Background: an optimization exercise with open tools, aiming at small area. Do not read the settings as production practice.
Function was checked by simulation only, so behaviour that the tests miss may differ from the original.

== v52 ==
==> flow/design.v (excerpt) <==
module arm
    #(parameter DATA_WIDTH = 32, parameter DATA_CAPACITY = 16)
    (
    input  logic clk,
    input  logic reset,
    input  logic [31:0] i_Instruction,
    output logic [31:0] o_PC,
    output logic [31:0] o_Output,
    output logic [31:0] o_R0,
    output logic [31:0] o_R1,
    output logic [31:0] o_R2,
    output logic [31:0] o_R3,
    output logic [31:0] o_R4,
    output logic [31:0] o_R5,
    output logic [31:0] o_R6,
    output logic [31:0] o_R7,
    output logic [31:0] o_R8,
    output logic [31:0] o_R9,
    output logic [31:0] o_R10,
    output logic [31:0] o_R11,
    output logic [31:0] o_R12,
    output logic [31:0] o_R13,
    output logic [31:0] o_R14,
    output logic [31:0] o_R15,
    output logic [31:0] o_D0,
    output logic [31:0] o_D1,
    output logic [31:0] o_D2,
    output logic [31:0] o_D3,
    output logic [31:0] o_D4,
    output logic [31:0] o_D5,
    output logic [31:0] o_D6,
    output logic [31:0] o_D7,
    output logic [31:0] o_D8,
    output logic [31:0] o_D9,
    output logic [31:0] o_D10,
    output logic [31:0] o_D11,
    output logic [31:0] o_D12,
    output logic [31:0] o_D13,
    output logic [31:0] o_D14,
    output logic [31:0] o_D15
    );
For scale: ~3400 cells after synthesis, about 1000 flip-flops, ~1100 I/O pins.
clock: 20.0 ns
lec_check: 0
cap_margin: 5
core_area: 25 25 365 365
die_area: 0 0 390 390
slew_margin: 5
synth_hierarchical: 1
standard.sh (not shown) runs the stock make flow with config.mk's settings and CLKGATE_MAP_FILE= SYNTH_SCRIPT=/design/flow/synth_recipe.tcl, a recipe that flattens the netlist after the stock synthesis.
==> flow/flow/run.sh <==
#!/bin/bash
# Layout flow: the standard ORFS flow (standard.sh) with these changes:
#  - synthesis runs my_synth.tcl, which is synth_recipe.tcl with ABC mapping
#    the logic by abc_map.script (area-oriented) instead of the speed script;
#    the flip-flops are mapped exactly as in the standard synthesis;
#  - the port buffers use the smallest buffer cell instead of the resizer's
#    default choice (every port still gets its own buffer);
#  - clock tree synthesis uses small clock buffers with bounded sink clusters
#    and inserts no dummy load cells.
# make's output goes to standard_flow.log; each ORFS step logs under orfs/logs.
set -euo pipefail
export MY_ABC_SCRIPT="$PWD/flow/abc_map.script"
bash standard.sh \
  "SYNTH_SCRIPT=$PWD/flow/my_synth.tcl" \
  "BUFFER_PORTS_ARGS=-buffer_cell sky130_fd_sc_hd__buf_1" \
  "CTS_ARGS=-sink_clustering_enable -repair_clock_nets -buf_list sky130_fd_sc_hd__clkbuf_4 -sink_clustering_size 8 -sink_clustering_max_diameter 40 -dont_use_dummy_load" \
  finish > standard_flow.log 2>&1
==> flow/flow/abc_map.script <==
&get -n
&st
&dch
&nf -R 1000
&st
&syn2
&if -g -K 6
&synch2
&nf -R 1000
&st
&syn2
&if -g -K 6
&synch2
&nf -R 1000
&put
==> flow/flow/my_synth.tcl <==
# synth_recipe.tcl (the standard synthesis script) with one change: Yosys's
# abc call uses abc_map.script (ABC mapping with relaxed delay, so that it
# favours area) instead of ORFS's speed script. Everything else, including the
# flip-flop mapping, the flattening and the renaming, is as in synth_recipe.tcl.
proc synth {args} { yosys synth -nofsm -noshare {*}$args }
proc abc {args} {
  set i [lsearch -exact $args -script]
  if {$i >= 0} { lset args [expr {$i + 1}] $::env(MY_ABC_SCRIPT) }
  yosys abc {*}$args
}
source $::env(SCRIPTS_DIR)/synth.tcl
# left out here: clear keep_hierarchy, flatten, clean up, hide names made inside functions, write 1_2_yosys.v
v52 reached the end of the flow, and the finished layout is clean on the timing, design-rule and antenna checks.
### v52 -> v46
- changing CAP_MARGIN from 5 to 20
- changing SLEW_MARGIN from 5 to 20
diff --git a/flow/flow/run.sh b/flow/flow/run.sh
--- a/flow/flow/run.sh
+++ b/flow/flow/run.sh
@@ -7,5 +7,7 @@
 #    default choice (every port still gets its own buffer);
 #  - clock tree synthesis uses small clock buffers with bounded sink clusters
-#    and inserts no dummy load cells.
+#    and inserts no dummy load cells;
+#  - the resizer may not use the buffers larger than buf_2 (the platform's
+#    own don't-use cells stay don't-use).
 # make's output goes to standard_flow.log; each ORFS step logs under orfs/logs.
 set -euo pipefail
@@ -15,3 +17,4 @@
   "BUFFER_PORTS_ARGS=-buffer_cell sky130_fd_sc_hd__buf_1" \
   "CTS_ARGS=-sink_clustering_enable -repair_clock_nets -buf_list sky130_fd_sc_hd__clkbuf_4 -sink_clustering_size 8 -sink_clustering_max_diameter 40 -dont_use_dummy_load" \
+  "DONT_USE_CELLS=sky130_fd_sc_hd__probe_p_8 sky130_fd_sc_hd__probec_p_8 sky130_fd_sc_hd__lpflow_bleeder_1 sky130_fd_sc_hd__lpflow_clkbufkapwr_1 sky130_fd_sc_hd__lpflow_clkbufkapwr_16 sky130_fd_sc_hd__lpflow_clkbufkapwr_2 sky130_fd_sc_hd__lpflow_clkbufkapwr_4 sky130_fd_sc_hd__lpflow_clkbufkapwr_8 sky130_fd_sc_hd__lpflow_clkinvkapwr_1 sky130_fd_sc_hd__lpflow_clkinvkapwr_16 sky130_fd_sc_hd__lpflow_clkinvkapwr_2 sky130_fd_sc_hd__lpflow_clkinvkapwr_4 sky130_fd_sc_hd__lpflow_clkinvkapwr_8 sky130_fd_sc_hd__lpflow_decapkapwr_12 sky130_fd_sc_hd__lpflow_decapkapwr_3 sky130_fd_sc_hd__lpflow_decapkapwr_4 sky130_fd_sc_hd__lpflow_decapkapwr_6 sky130_fd_sc_hd__lpflow_decapkapwr_8 sky130_fd_sc_hd__lpflow_inputiso0n_1 sky130_fd_sc_hd__lpflow_inputiso0p_1 sky130_fd_sc_hd__lpflow_inputiso1n_1 sky130_fd_sc_hd__lpflow_inputiso1p_1 sky130_fd_sc_hd__lpflow_inputisolatch_1 sky130_fd_sc_hd__lpflow_isobufsrc_1 sky130_fd_sc_hd__lpflow_isobufsrc_16 sky130_fd_sc_hd__lpflow_isobufsrc_2 sky130_fd_sc_hd__lpflow_isobufsrc_4 sky130_fd_sc_hd__lpflow_isobufsrc_8 sky130_fd_sc_hd__lpflow_isobufsrckapwr_16 sky130_fd_sc_hd__lpflow_lsbuf_lh_hl_isowell_tap_1 sky130_fd_sc_hd__lpflow_lsbuf_lh_hl_isowell_tap_2 sky130_fd_sc_hd__lpflow_lsbuf_lh_hl_isowell_tap_4 sky130_fd_sc_hd__lpflow_lsbuf_lh_isowell_4 sky130_fd_sc_hd__lpflow_lsbuf_lh_isowell_tap_1 sky130_fd_sc_hd__lpflow_lsbuf_lh_isowell_tap_2 sky130_fd_sc_hd__lpflow_lsbuf_lh_isowell_tap_4 sky130_fd_sc_hd__buf_4 sky130_fd_sc_hd__buf_6 sky130_fd_sc_hd__buf_8 sky130_fd_sc_hd__buf_12 sky130_fd_sc_hd__buf_16" \
   finish > standard_flow.log 2>&1
==> comparison <==
v46 never completed, since it errored out during synthesis.
### v46 -> v39
- CAP_MARGIN now 10, was 20
- CORE_AREA now 50 50 340 340, was 25 25 365 365
- SLEW_MARGIN now 10, was 20
==> flow/flow/run.sh <==
#!/bin/bash
# Layout flow: the standard ORFS flow (standard.sh) with these changes:
#  - synthesis runs my_synth.tcl, which is synth_recipe.tcl with ABC mapping
#    the logic by abc_map.script (area-oriented) instead of the speed script;
#    the flip-flops are mapped exactly as in the standard synthesis;
#  - the port buffers use the smallest buffer cell instead of the resizer's
#    default choice (every port still gets its own buffer);
#  - clock tree synthesis uses small clock buffers with bounded sink clusters
#    and inserts no dummy load cells.
# make's output goes to standard_flow.log; each ORFS step logs under orfs/logs.
set -euo pipefail
export MY_ABC_SCRIPT="$PWD/flow/abc_map.script"
bash standard.sh \
  "SYNTH_SCRIPT=$PWD/flow/my_synth.tcl" \
  "BUFFER_PORTS_ARGS=-buffer_cell sky130_fd_sc_hd__buf_1" \
  "CTS_ARGS=-sink_clustering_enable -repair_clock_nets -buf_list sky130_fd_sc_hd__clkbuf_4 -sink_clustering_size 8 -sink_clustering_max_diameter 40 -dont_use_dummy_load" \
  finish > standard_flow.log 2>&1
Findings:
v39 finished end to end and its layout was clean on timing, DRC and antenna.
Status: v46 FAILED at synthesis (tool error)

==> afterwards: timing with drivers on the ports <==
In the flow no input, the clock included, has a driving cell. The finished layouts below were timed again as built, in two steps.
Step 1, drivers: a clkbuf_16 drives clk and a buf_2 each remaining input, both assumed.
Step 2 moves the port delays by t, midway between the first and last clock arrival at a register: inputs arrive t later, outputs are due t later. That takes back most of the time a late clock gives input paths.
Slacks: ideal ports / drivers / drivers and shift; pairs: ideal ports / drivers.
| run | t, ns | setup slack, ns | worst setup path after step 2 | pins driven straight from the clock port |
|---|---|---|---|---|
| v52 | 1.122 | 1.082 / 1.045 / 1.045 | input to output | 1 |
| v39 | 1.224 | 0.736 / 0.669 / 0.669 | input to output | 1 |
After both steps every run listed still meets setup and hold. The setup slack of v39, which loses most, moves by -0.067 ns with the drivers and by -0.067 ns with both steps.
